Context: an optimization exercise on an open-source flow, tuned for small area, a short achievable clock period and few clock cycles. The choices shown serve that exercise and are no tape-out recipe. The RTL was checked by simulation tests, not by an equivalence proof against the original design. Power figures rest on the tool's default switching activity, not on a simulated workload.

== run 1 ==
## TPU
module TPU(
    clk,
    rst_n,
    in_valid,
    K,
    M,
    N,
    busy,
    A_wr_en,
    A_index,
    A_data_in,
    A_data_out,
    B_wr_en,
    B_index,
    B_data_in,
    B_data_out,
    C_wr_en,
    C_index,
    C_data_in,
    C_data_out
);
export LEC_CHECK = 0
export CAP_MARGIN = 20
export CORE_MARGIN = 2
export CORE_UTILIZATION = 40
export SETUP_SLACK_MARGIN = 4.3
export SLEW_MARGIN = 20
create_clock -name core_clock -period 8.0 [get_ports {clk}]
run.sh (not shown) runs the stock make flow with config.mk's settings and CLKGATE_MAP_FILE= SYNTH_SCRIPT=/design/flow/synth_recipe.tcl, a recipe that flattens the netlist after the stock synthesis.
Testbench counts of run 1, summed over its fixed seeds: cycles 122,601.
What run 2 does differently from run 1 at the input level:
# run 1
export LEC_CHECK = 0
export CAP_MARGIN = 20
export CORE_MARGIN = 2
export CORE_UTILIZATION = 40
export SETUP_SLACK_MARGIN = 4.3
export SLEW_MARGIN = 20
create_clock -name core_clock -period 8.0 [get_ports {clk}]
# run 2
export LEC_CHECK = 0
export CAP_MARGIN = 20
export CORE_MARGIN = 2
export CORE_UTILIZATION = 40
export SETUP_SLACK_MARGIN = 4.6
export SLEW_MARGIN = 20
create_clock -name core_clock -period 8.0 [get_ports {clk}]
Results
Compared with run 1, global-route wire length before repair in run 2 increased by a little under 10%. Number of antenna violations at the first check in global routing was lower in run 1 than in run 2. Run 2 vs run 1, number of signal-net buffers in the layout went up by about 64%. Run 1 → run 2: clock tree buffer count of the final layout decreased by 6 relative to the old numbers; weighted congestion reported at the end of routability-driven placement closely matched the old numbers; synthesized flop and latch total closely matched the old numbers; post-cts resize count increased by 337 relative to the old numbers. Of run 1 and run 2, run 2 shows the lower multi-input gate share of the layout cell area, with run 1 above it. Of run 1 and run 2, the lower clock skew belongs to run 1.
### run 2 -> run 3
# run 2
export LEC_CHECK = 0
export CAP_MARGIN = 20
export CORE_MARGIN = 2
export CORE_UTILIZATION = 40
export SETUP_SLACK_MARGIN = 4.6
export SLEW_MARGIN = 20
create_clock -name core_clock -period 8.0 [get_ports {clk}]
# run 3
export LEC_CHECK = 0
export ABC_AREA = 1
export CAP_MARGIN = 20
export CORE_MARGIN = 2
export CORE_UTILIZATION = 40
export SETUP_SLACK_MARGIN = 4.3
export SLEW_MARGIN = 20
create_clock -name core_clock -period 8.0 [get_ports {clk}]
Notes after the runs:
Looking at worst setup slack across run 3 and run 2, the one that comes out lower is run 3.
On wire length of the first global-routing pass, run 3 does worse than run 2.
Compared with run 2, run 3 shows a lower tightest hold margin.

---

build 91:
Another version of the RTL of TPU (not shown whole).
Size in the first run: roughly 7900 cells after synthesis, roughly 460 I/O pins, about 63000 um^2 of cells after synthesis.
Settings: LEC_CHECK=0, ABC_AREA=1, CAP_MARGIN=20, CORE_MARGIN=2, CORE_UTILIZATION=40, CTS_BUF_LIST=sky130_fd_sc_hd__clkbuf_4 sky130_fd_sc_hd__clkbuf_8, SETUP_SLACK_MARGIN=4.7, SLEW_MARGIN=20; clock period 8.0 ns.
Testbench counts of build 91, summed over its fixed seeds: cycles 122,601.
Changes in build 81 relative to build 91:
Settings: CTS_BUF_LIST no longer set, was sky130_fd_sc_hd__clkbuf_4 sky130_fd_sc_hd__clkbuf_8.
Results
Between build 81 and build 91, the per-cell via count in the routed design figures differ only marginally. Build 91 vs build 81, end of the critical path: row[3].pe[1].mac.xr[9] vs row[1].pe[1].mac.xr[13]. When build 81 is set beside build 91, its post-CTS repair timing setup buffer count turns out to be 25 smaller. Between build 91 and build 81, the difference in cell area is negligible. Delta(final cell count without fillers, build 81 - build 91) < 0. Re number of cells on the worst hold path: no difference whatsoever between build 81 and build 91. Est. power | build 81 vs build 91 | build 81 higher. Diff build 91 and build 81: logic gate share of total power lower in build 81.
### build 81 -> build 85
Settings: a change of CORE_UTILIZATION from 40 to 55; a change of SETUP_SLACK_MARGIN from 4.7 to 4.6; an added PLACE_DENSITY of 0.7.
Any difference in hold slack between build 85 and build 81 is small enough to ignore. Slowest cell on the critical path: sky130_fd_sc_hd__fa_1 -> build 81, sky130_fd_sc_hd__fa_2 -> build 85. Part of the total power dissipated in combinational logic: build 85 vs build 81, no meaningful difference. Diff build 81 -> build 85: sequential share of layout area moved up, area growth from synthesis to layout now sits lower.
> inputs changed (build 85 -> build 34)
Settings: a change of SETUP_SLACK_MARGIN from 4.6 to 4.9; a deleted PLACE_DENSITY that had been 0.7; a change of CORE_UTILIZATION from 55 to 40.
### Flow results
- Build 34 did not stop at any stage, and its layout met the timing, design-rule and antenna checks.
- Higher placed cell area goes to build 34 over build 85.
- In the reports for build 34 and build 85, the smaller total core area belongs to build 85.
- Comparing build 85 against build 34, there is no change at all in residual overflow from global routing.
- Non-filler instance count after layout was lower in build 85 than in build 34.
- Sort build 34 and build 85 by design area desc -> top: build 34
- Build 85 -> build 34: count of flip-flops with a built-in enable after synthesis delta 0, exact match
- Quantity of gates resized following cts was higher in build 34 than in build 85.
- Relative to build 85, number of placed instances, taps included has increased by about 6% in build 34.

---

Setup of T:
Another version of the RTL of TPU (not shown whole).
For scale: roughly 7400 cells after synthesis, ~1200 flip-flops, about 460 I/O pins, roughly 75000 um^2 of cells after synthesis.
Design TPU, start of the top module:
module TPU(
    clk,
    rst_n,
    in_valid,
    K,
    M,
    N,
    busy,
    A_wr_en,
    A_index,
    A_data_in,
    A_data_out,
    B_wr_en,
    B_index,
    B_data_in,
    B_data_out,
    C_wr_en,
    C_index,
    C_data_in,
    C_data_out
);
Settings: LEC_CHECK=0, CAP_MARGIN=20, CORE_MARGIN=2, CORE_UTILIZATION=40, SETUP_SLACK_MARGIN=4.6, SLEW_MARGIN=20; clock period 8.0 ns.
Testbench counts of T, summed over its fixed seeds: cycles 122,601.
Setup changes, T to S
diff --git a/flow/config.mk b/flow/config.mk
--- a/flow/config.mk
+++ b/flow/config.mk
@@ -10,3 +10,2 @@
 export CORE_UTILIZATION = 40
-export SETUP_SLACK_MARGIN = 4.6
 export SLEW_MARGIN = 20
Findings:
S ended up with out_q[2][23]$_DFF_P_ as its timing endpoint of the critical path; T ended up with row[3].pe[1].mac.yr[9]$_DFF_P_.
The run showing the greater core utilization is T.
Delta (S minus T): maximum clock frequency down about 20%; routed wire length per instance down 2.6 um; multi-input logic portion of the cell area up 1.6 points; global-route usage down 2.7 points; die area flat.
S against T: final clock period utilization by the worst path higher; routed wire length lower.

---

Another version of the RTL of TPU (not shown whole).
For scale: roughly 460 I/O pins.
clock: 8.0 ns
lec_check: 0
abc_area: 1
cap_margin: 20
core_margin: 2
core_utilization: 40
setup_slack_margin: 4.7
slew_margin: 20
Testbench counts at the start, summed over its fixed seeds: cycles 122,601.
Next try:
- SETUP_SLACK_MARGIN: 4.7 -> 4.3
Outcome:
- The new run finished with timing, DRC and antenna clean
- worst setup slack got worse by 410 ps
- first-iteration DRC count falls by 11%
- sequential share of layout area rises by 1.2 points
- clock power falls by 3.9%
- utilization falls by 2.5 points
- power falls by 4.1%
- cell count falls by 1.7%
- critical path depth rises by 2
Next try:
- SETUP_SLACK_MARGIN: 4.3 -> 4.5
What happened: Core utilization rises by 1.1 points. Sequential share of layout area fell by 0.54 points. Power increases by 0.53%. Flip-flop and latch count is unchanged.

---

violet:
TPU with an RTL version that a note above also has.
For scale: about 7900 cells after synthesis, roughly 950 flip-flops, about 460 I/O pins, roughly 0.063 mm2 of cells after synthesis.
clock: 8.0 ns
lec_check: 0
abc_area: 1
cap_margin: 20
core_margin: 2
core_utilization: 55
place_density: 0.7
setup_slack_margin: 4.8
slew_margin: 20
Looking at the reports, violet completed the entire flow and the layout it produced met the timing, design-rule and antenna checks.
Testbench counts of violet, summed over its fixed seeds: cycles 122,601.
--- input diff violet..onyx ---
- SETUP_SLACK_MARGIN: 4.8 -> 4.7
==> comparison <==
Cell area after placement essentially unchanged between violet and onyx.
In onyx, critical path depth is lower than in violet.
Of the two values seen for endpoint of the most critical setup path, row[0].pe[0].mac.xr[11] was produced by onyx and row[2].pe[0].mac.xr[9] by violet.
Compared with violet, in onyx switching fraction of total power went down 0.35 points, peak supply drop went up about 15%.
Comparing onyx and violet, maximum frequency is higher on onyx.
Going from violet to onyx, per-cell routed wire length fell by 2.2%; total via count after detailed routing fell by about 2.2%; clock share of power rose by 0.9 points; design area fell by 3.0%.
Route | onyx vs violet | wire shorter in onyx
The layout overhead on the synthesized area number comes out higher for violet vs onyx.

==> what the ideal ports hide <==
How much do the figures lean on ideal ports? The routed layouts below were timed once more, with nothing changed but the port constraints. Step 1 sets driving cells, clkbuf_16 on the clock port and buf_2 on the other inputs (assumed; they add their load-dependent delay and slew). Step 2 adds t to the input delays and takes it off the output delays; t is the mean of the earliest and latest rising clock arrival at the registers after step 1. Input paths then give back, and output paths get back, about the clock's delay inside the block. Slacks: no drivers / after step 1 / after step 2; pairs: no drivers / after step 1.
run	t (ns)	slack for setup (ns)	worst setup path after step 2	latest minus earliest clock arrival (ns)	pins driven straight from the clock port
run 1	0.837	4.349 / 4.263 / 4.127	input to register	0.056 / 0.056	1
run 2	0.828	4.399 / 4.399 / 4.123	input to register	0.061 / 0.061	1
run 3	0.837	4.359 / 4.359 / 4.317	input to register	0.059 / 0.059	1
build 91	0.983	4.700 / 4.698 / 4.362	input to register	0.063 / 0.062	1
build 81	0.832	4.696 / 4.665 / 4.351	input to register	0.030 / 0.030	1
build 85	0.799	4.623 / 4.551 / 4.367	input to register	0.056 / 0.057	1
build 34	0.834	4.787 / 4.787 / 4.297	input to register	0.072 / 0.072	1
T	0.893	4.531 / 4.531 / 3.847	input to register	0.056 / 0.056	1
S	0.882	3.634 / 3.634 / 3.634	register to register	0.051 / 0.052	1
the first run of note 4	0.830	4.712 / 4.683 / 4.277	input to register	0.060 / 0.060	1
the second run of note 4	0.822	4.305 / 4.305 / 4.015	input to register	0.045 / 0.046	1
the third run of note 4	0.835	4.533 / 4.484 / 4.149	input to register	0.074 / 0.074	1
violet	0.811	4.699 / 4.699 / 4.333	input to register	0.038 / 0.037	1
onyx	0.779	4.716 / 4.664 / 4.362	input to register	0.070 / 0.070	1
After both steps setup and hold are still met in every run listed. The setup slack of T, which loses most, moves by 0.000 ns with the drivers and by -0.684 ns with both steps.
